What follows belongs to an exercise in optimizing a design on an open flow for small area; a production flow would make more cautious choices.
Only simulation tests tie the RTL to the original design; equivalence was not proved.
Power figures rest on the tool's default switching activity, not on a simulated workload. The clock port is modelled as an ideal driver; clocking choices that lean on that would not hold on a real chip.

==> flow/design.v (excerpt) <==
module top(rst,z,clk,rot_a,rot_b,y,LCD_RS,LCD_W,LCD_E,data);
Size in the first run: ~16 I/O pins.
export LEC_CHECK = 0
export CAP_MARGIN = 0
export CORE_MARGIN = 2
export CORE_UTILIZATION = 40
export CTS_BUF_LIST = sky130_fd_sc_hd__clkbuf_16
export CTS_CLUSTER_DIAMETER = 60
export CTS_CLUSTER_SIZE = 30
export SLEW_MARGIN = 0
create_clock -name core_clock -period 8.0 [get_ports {clk}]
standard.sh (not shown) runs the stock make flow with config.mk's settings and CLKGATE_MAP_FILE= SYNTH_SCRIPT=/design/flow/synth_recipe.tcl, a recipe that flattens the netlist after the stock synthesis.
==> flow/flow/run.sh <==
#!/bin/bash
# Own layout flow: the standard synthesis, then the combinational logic between
# the standard synthesis's flip-flops re-mapped for area (the flip-flops, their
# names and cell types are kept as they are), then the standard layout steps.
set -euo pipefail
work=$(pwd)
res=$work/orfs/results/${FLOW_PLATFORM:-sky130hd}/top/base
yosys_bin=yosys
if [[ -x "$FLOW_HOME/../tools/install/yosys/bin/yosys" ]]; then
  yosys_bin="$FLOW_HOME/../tools/install/yosys/bin/yosys"
fi

bash standard.sh synth > "$work/flow_synth.log" 2>&1

cp "$res/1_2_yosys.v" "$work/std_netlist.v"
LIB="$FLOW_HOME/platforms/sky130hd/lib/sky130_fd_sc_hd__tt_025C_1v80.lib" \
  IN="$work/std_netlist.v" OUT="$work/remap_netlist.v" \
  "$yosys_bin" -c "$work/flow/remap.tcl" > "$work/flow_remap.log" 2>&1

cp "$work/remap_netlist.v" "$res/1_2_yosys.v"
rm -f "$res/1_synth.odb" "$res/1_synth.sdc"

# clock tree: large leaf clusters on clkbuf_16, no dummy load cells
export CTS_ARGS="-sink_clustering_enable -repair_clock_nets -dont_use_dummy_load -sink_clustering_size 32 -sink_clustering_max_diameter 100 -buf_list sky130_fd_sc_hd__clkbuf_16"
# port buffers: the smallest buffer cell
export BUFFER_PORTS_ARGS="-buffer_cell sky130_fd_sc_hd__buf_1"
bash standard.sh finish > "$work/flow_finish.log" 2>&1
Other scripts of this flow, unchanged in this note and not shown: flow/flow/remap.tcl
Rerun with:
--- a/flow/flow/run.sh
+++ b/flow/flow/run.sh
@@ -23,4 +22,0 @@
-# clock tree: large leaf clusters on clkbuf_16, no dummy load cells
-export CTS_ARGS="-sink_clustering_enable -repair_clock_nets -dont_use_dummy_load -sink_clustering_size 32 -sink_clustering_max_diameter 100 -buf_list sky130_fd_sc_hd__clkbuf_16"
-# port buffers: the smallest buffer cell
-export BUFFER_PORTS_ARGS="-buffer_cell sky130_fd_sc_hd__buf_1"
The changed run completed without violations.
Sequential power is about the same.
Register-to-register slack is about the same.
Global-route usage came out higher by 0.97 points.
Wire length grows by 4.3%.
Rerun with:
--- a/flow/flow/run.sh
+++ b/flow/flow/run.sh
@@ -22,0 +23,4 @@
+# clock tree: large leaf clusters on clkbuf_16, no dummy load cells
+export CTS_ARGS="-sink_clustering_enable -repair_clock_nets -dont_use_dummy_load -sink_clustering_size 37 -sink_clustering_max_diameter 62 -buf_list sky130_fd_sc_hd__clkbuf_16"
+# port buffers: the smallest buffer cell
+export BUFFER_PORTS_ARGS="-buffer_cell sky130_fd_sc_hd__buf_1"
The new run ran to the end with no violations.
Combinational power fell by about 4%.
Design area fell by 2.7%.
Sequential share of layout area rose by 1.8 points.
Non-clock buffer count fell by 4.
Wire length fell by 3.7%.
Worst setup slack is better by 0.021 ns.
Power fell by 8.1%.
Rerun with:
--- a/flow/flow/run.sh
+++ b/flow/flow/run.sh
@@ -24 +24 @@
-export CTS_ARGS="-sink_clustering_enable -repair_clock_nets -dont_use_dummy_load -sink_clustering_size 37 -sink_clustering_max_diameter 62 -buf_list sky130_fd_sc_hd__clkbuf_16"
+export CTS_ARGS="-sink_clustering_enable -repair_clock_nets -dont_use_dummy_load -sink_clustering_size 30 -sink_clustering_max_diameter 70 -buf_list sky130_fd_sc_hd__clkbuf_16"
CORE_UTILIZATION = 55   (was 40)
CTS_CLUSTER_DIAMETER = 70   (was 60)
PLACE_DENSITY = 0.7   (was not set)
Outcome: Worst setup slack improved by 0.064 ns; critical path depth drops by 2; maximum frequency went up by 0.93%; hold slack stays flat; via count hardly moves; wire length decreases by 0.77%; utilization came out higher by 16 points.
Rerun with:
--- a/flow/flow/run.sh
+++ b/flow/flow/run.sh
@@ -24 +24 @@
-export CTS_ARGS="-sink_clustering_enable -repair_clock_nets -dont_use_dummy_load -sink_clustering_size 30 -sink_clustering_max_diameter 70 -buf_list sky130_fd_sc_hd__clkbuf_16"
+export CTS_ARGS="-sink_clustering_enable -repair_clock_nets -dont_use_dummy_load -sink_clustering_size 28 -sink_clustering_max_diameter 80 -buf_list sky130_fd_sc_hd__clkbuf_16"
CORE_UTILIZATION = 40   (was 55)
CTS_CLUSTER_DIAMETER = 60   (was 70)
PLACE_DENSITY = not set   (was 0.7)
=> Global-route usage drops by 5.7 points; critical path depth rose by 2; routed wire length went up by 0.35%.

========
Setup of run 1:
top again, from the RTL that the note above started with.
Settings: LEC_CHECK=0, CAP_MARGIN=0, CORE_MARGIN=2, CORE_UTILIZATION=40, CTS_BUF_LIST=sky130_fd_sc_hd__clkbuf_16, CTS_CLUSTER_DIAMETER=70, CTS_CLUSTER_SIZE=30, SLEW_MARGIN=0; clock period 8.0 ns.
==> flow/flow/run.sh <==
#!/bin/bash
# Own layout flow: the standard synthesis, then the combinational logic between
# the standard synthesis's flip-flops re-mapped for area (the flip-flops, their
# names and cell types are kept as they are), then the standard layout steps.
set -euo pipefail
work=$(pwd)
res=$work/orfs/results/${FLOW_PLATFORM:-sky130hd}/top/base
yosys_bin=yosys
if [[ -x "$FLOW_HOME/../tools/install/yosys/bin/yosys" ]]; then
  yosys_bin="$FLOW_HOME/../tools/install/yosys/bin/yosys"
fi

bash standard.sh synth > "$work/flow_synth.log" 2>&1

cp "$res/1_2_yosys.v" "$work/std_netlist.v"
LIB="$FLOW_HOME/platforms/sky130hd/lib/sky130_fd_sc_hd__tt_025C_1v80.lib" \
  IN="$work/std_netlist.v" OUT="$work/remap_netlist.v" \
  "$yosys_bin" -c "$work/flow/remap.tcl" > "$work/flow_remap.log" 2>&1

cp "$work/remap_netlist.v" "$res/1_2_yosys.v"
rm -f "$res/1_synth.odb" "$res/1_synth.sdc"

# clock tree: large leaf clusters on clkbuf_16, no dummy load cells
export CTS_ARGS="-sink_clustering_enable -repair_clock_nets -dont_use_dummy_load -sink_clustering_size 30 -sink_clustering_max_diameter 70 -buf_list sky130_fd_sc_hd__clkbuf_16"
# port buffers: the smallest buffer cell
export BUFFER_PORTS_ARGS="-buffer_cell sky130_fd_sc_hd__buf_1"
bash standard.sh finish > "$work/flow_finish.log" 2>&1
Other scripts of this flow, unchanged in this note and not shown: flow/flow/remap.tcl
Here is what was changed in the inputs of run 2 compared with run 1.
diff --git a/flow/flow/run.sh b/flow/flow/run.sh
--- a/flow/flow/run.sh
+++ b/flow/flow/run.sh
@@ -22,5 +22,5 @@
 
 # clock tree: large leaf clusters on clkbuf_16, no dummy load cells
-export CTS_ARGS="-sink_clustering_enable -repair_clock_nets -dont_use_dummy_load -sink_clustering_size 30 -sink_clustering_max_diameter 70 -buf_list sky130_fd_sc_hd__clkbuf_16"
+export CTS_ARGS="-sink_clustering_enable -repair_clock_nets -dont_use_dummy_load -sink_clustering_size 33 -sink_clustering_max_diameter 70 -buf_list sky130_fd_sc_hd__clkbuf_16"
 # port buffers: the smallest buffer cell
 export BUFFER_PORTS_ARGS="-buffer_cell sky130_fd_sc_hd__buf_1"
diff --git a/flow/config.mk b/flow/config.mk
--- a/flow/config.mk
+++ b/flow/config.mk
@@ -10,5 +10,5 @@
 export CORE_UTILIZATION = 40
 export CTS_BUF_LIST = sky130_fd_sc_hd__clkbuf_16
-export CTS_CLUSTER_DIAMETER = 70
+export CTS_CLUSTER_DIAMETER = 60
 export CTS_CLUSTER_SIZE = 30
 export SLEW_MARGIN = 0
### Flow results
- Per the final summary, run 2 finished and its layout is clean on timing, DRC and antenna.
- Compared with run 1, run 2 shows required time reported for the critical path endpoint lower by 0.05 ns.
- Total power: run 2 vs run 1 — no meaningful difference
- Comparing run 1 against run 2, there is no change at all in cell area after synthesis.
Changes in run 3 relative to run 2:
diff --git a/flow/flow/run.sh b/flow/flow/run.sh
--- a/flow/flow/run.sh
+++ b/flow/flow/run.sh
@@ -22,5 +22,5 @@
 
 # clock tree: large leaf clusters on clkbuf_16, no dummy load cells
-export CTS_ARGS="-sink_clustering_enable -repair_clock_nets -dont_use_dummy_load -sink_clustering_size 33 -sink_clustering_max_diameter 70 -buf_list sky130_fd_sc_hd__clkbuf_16"
+export CTS_ARGS="-sink_clustering_enable -repair_clock_nets -dont_use_dummy_load -sink_clustering_size 32 -sink_clustering_max_diameter 65 -buf_list sky130_fd_sc_hd__clkbuf_16"
 # port buffers: the smallest buffer cell
 export BUFFER_PORTS_ARGS="-buffer_cell sky130_fd_sc_hd__buf_1"
diff --git a/flow/config.mk b/flow/config.mk
--- a/flow/config.mk
+++ b/flow/config.mk
@@ -10,5 +10,5 @@
 export CORE_UTILIZATION = 40
 export CTS_BUF_LIST = sky130_fd_sc_hd__clkbuf_16
-export CTS_CLUSTER_DIAMETER = 60
+export CTS_CLUSTER_DIAMETER = 70
 export CTS_CLUSTER_SIZE = 30
 export SLEW_MARGIN = 0
### Flow results
- Run 3 ends up with a utilization that is 0.24 points higher than in run 2.
- Between run 3 and run 2, the routed via count figures differ only marginally.
- The global-route usage was comparable across run 2 and run 3.
- Diff run 2 -> run 3: hold slack increased by 0.0069 ns relative to the old numbers; number of hold-slack violations in the final timing report roughly the same; number of cells in the finished layout apart from fillers has remained practically unchanged; maximum net fanout on the critical path -3.
--- input diff run 3..run 4 ---
diff --git a/flow/flow/run.sh b/flow/flow/run.sh
--- a/flow/flow/run.sh
+++ b/flow/flow/run.sh
@@ -22,6 +22,4 @@
 
 # clock tree: large leaf clusters on clkbuf_16, no dummy load cells
-export CTS_ARGS="-sink_clustering_enable -repair_clock_nets -dont_use_dummy_load -sink_clustering_size 32 -sink_clustering_max_diameter 65 -buf_list sky130_fd_sc_hd__clkbuf_16"
-# port buffers: the smallest buffer cell
-export BUFFER_PORTS_ARGS="-buffer_cell sky130_fd_sc_hd__buf_1"
+export CTS_ARGS="-sink_clustering_enable -repair_clock_nets -dont_use_dummy_load -sink_clustering_size 37 -sink_clustering_max_diameter 62 -buf_list sky130_fd_sc_hd__clkbuf_16"
 bash standard.sh finish > "$work/flow_finish.log" 2>&1
diff --git a/flow/config.mk b/flow/config.mk
--- a/flow/config.mk
+++ b/flow/config.mk
@@ -8,7 +8,8 @@
 export CAP_MARGIN = 0
 export CORE_MARGIN = 2
-export CORE_UTILIZATION = 40
+export CORE_UTILIZATION = 55
 export CTS_BUF_LIST = sky130_fd_sc_hd__clkbuf_16
-export CTS_CLUSTER_DIAMETER = 70
+export CTS_CLUSTER_DIAMETER = 60
 export CTS_CLUSTER_SIZE = 30
+export PLACE_DENSITY = 0.7
 export SLEW_MARGIN = 0
--- outcome ---
Diff run 3 -> run 4: layout buffer count excluding clock buffers up about 12%, power fell by 0.98%, register-to-register slack has decreased.
Run 4 vs run 3: portion of total power attributed to the clock network down
Run 4 against run 3; routability congestion estimate is up slightly.
In the flow results for run 3 and run 4, the total vias in the final route is larger on run 4.
Run 4 against run 3: post-route clock period utilization grew by 2.1 points; part of the power in combinational logic held steady.
Changes in run 5 relative to run 4:
diff --git a/flow/flow/run.sh b/flow/flow/run.sh
--- a/flow/flow/run.sh
+++ b/flow/flow/run.sh
@@ -22,4 +22,6 @@
 
 # clock tree: large leaf clusters on clkbuf_16, no dummy load cells
-export CTS_ARGS="-sink_clustering_enable -repair_clock_nets -dont_use_dummy_load -sink_clustering_size 37 -sink_clustering_max_diameter 62 -buf_list sky130_fd_sc_hd__clkbuf_16"
+export CTS_ARGS="-sink_clustering_enable -repair_clock_nets -dont_use_dummy_load -sink_clustering_size 30 -sink_clustering_max_diameter 70 -buf_list sky130_fd_sc_hd__clkbuf_16"
+# port buffers: the smallest buffer cell
+export BUFFER_PORTS_ARGS="-buffer_cell sky130_fd_sc_hd__buf_1"
 bash standard.sh finish > "$work/flow_finish.log" 2>&1
diff --git a/flow/config.mk b/flow/config.mk
--- a/flow/config.mk
+++ b/flow/config.mk
@@ -8,8 +8,8 @@
 export CAP_MARGIN = 0
 export CORE_MARGIN = 2
-export CORE_UTILIZATION = 55
+export CORE_UTILIZATION = 40
 export CTS_BUF_LIST = sky130_fd_sc_hd__clkbuf_16
-export CTS_CLUSTER_DIAMETER = 60
+export CTS_CLUSTER_DIAMETER = 70
 export CTS_CLUSTER_SIZE = 30
-export PLACE_DENSITY = 0.7
+export GPL_TIMING_DRIVEN = 0
 export SLEW_MARGIN = 0
Notes after the runs:
Site row count, run 5 vs run 4: up by more than 10%. Going from run 4 to run 5, final design utilization has decreased; logic gate share of total power about even; slew at the pin with the worst max-slew slack climbed 0.38 ns. Compared with run 4, run 5 shows a lower final setup skew. In the tables for run 5 and run 4, standard cell area after detailed placement reads lower with run 4. Across both runs, clock period minus worst slack was lower for run 5 than for run 4. Looking at met1 track demand over resource in global routing, run 5 sits 10 points lower than run 4 does.

==> port drivers added, routing unchanged <==
No port has a modelled driver above. Below, the same layouts with a new extraction and two added sets of constraints. Step 1: set_driving_cell puts a clkbuf_16 on clk and a buf_2 on each other input, an assumption about the parent block. Step 2, shift: input delay + t, output delay - t, t = (earliest + latest rising clock arrival at the registers) / 2. This alone moves slack from input paths to output paths. Three values: no drivers, after step 1, after step 2; two values: the first two.
run | t, ns | slack for setup (ns) | worst hold slack (ns) | latest minus earliest clock arrival (ns) | worst slew at a driven data input, ns
the first run of note 1 | 0.597 | 1.036 / 1.036 / 1.036 | 0.275 / 0.275 / 0.275 | 0.060 / 0.061 | 0.04
the second run of note 1 | 0.597 | 1.022 / 1.022 / 1.022 | 0.323 / 0.323 / 0.323 | 0.035 / 0.036 | 0.04
the third run of note 1 | 0.638 | 1.043 / 1.043 / 1.043 | 0.259 / 0.259 / 0.259 | 0.090 / 0.090 | 0.04
the fourth run of note 1 | 0.605 | 1.107 / 1.107 / 1.107 | 0.257 / 0.257 / 0.257 | 0.059 / 0.059 | 0.04
the fifth run of note 1 | 0.614 | 0.974 / 0.974 / 0.974 | 0.298 / 0.298 / 0.298 | 0.052 / 0.052 | 0.04
run 1 | 0.605 | 1.019 / 1.019 / 1.019 | 0.307 / 0.307 / 0.307 | 0.044 / 0.044 | 0.04
run 2 | 0.611 | 0.937 / 0.937 / 0.937 | 0.276 / 0.276 / 0.276 | 0.051 / 0.051 | 0.04
run 3 | 0.631 | 0.998 / 0.998 / 0.998 | 0.283 / 0.283 / 0.283 | 0.068 / 0.068 | 0.05
run 4 | 0.618 | 0.829 / 0.829 / 0.829 | 0.303 / 0.303 / 0.303 | 0.081 / 0.082 | 0.03
run 5 | 0.615 | 0.841 / 0.841 / 0.841 | 0.299 / 0.299 / 0.299 | 0.052 / 0.053 | 0.05
After both steps setup and hold are still met in every run listed.
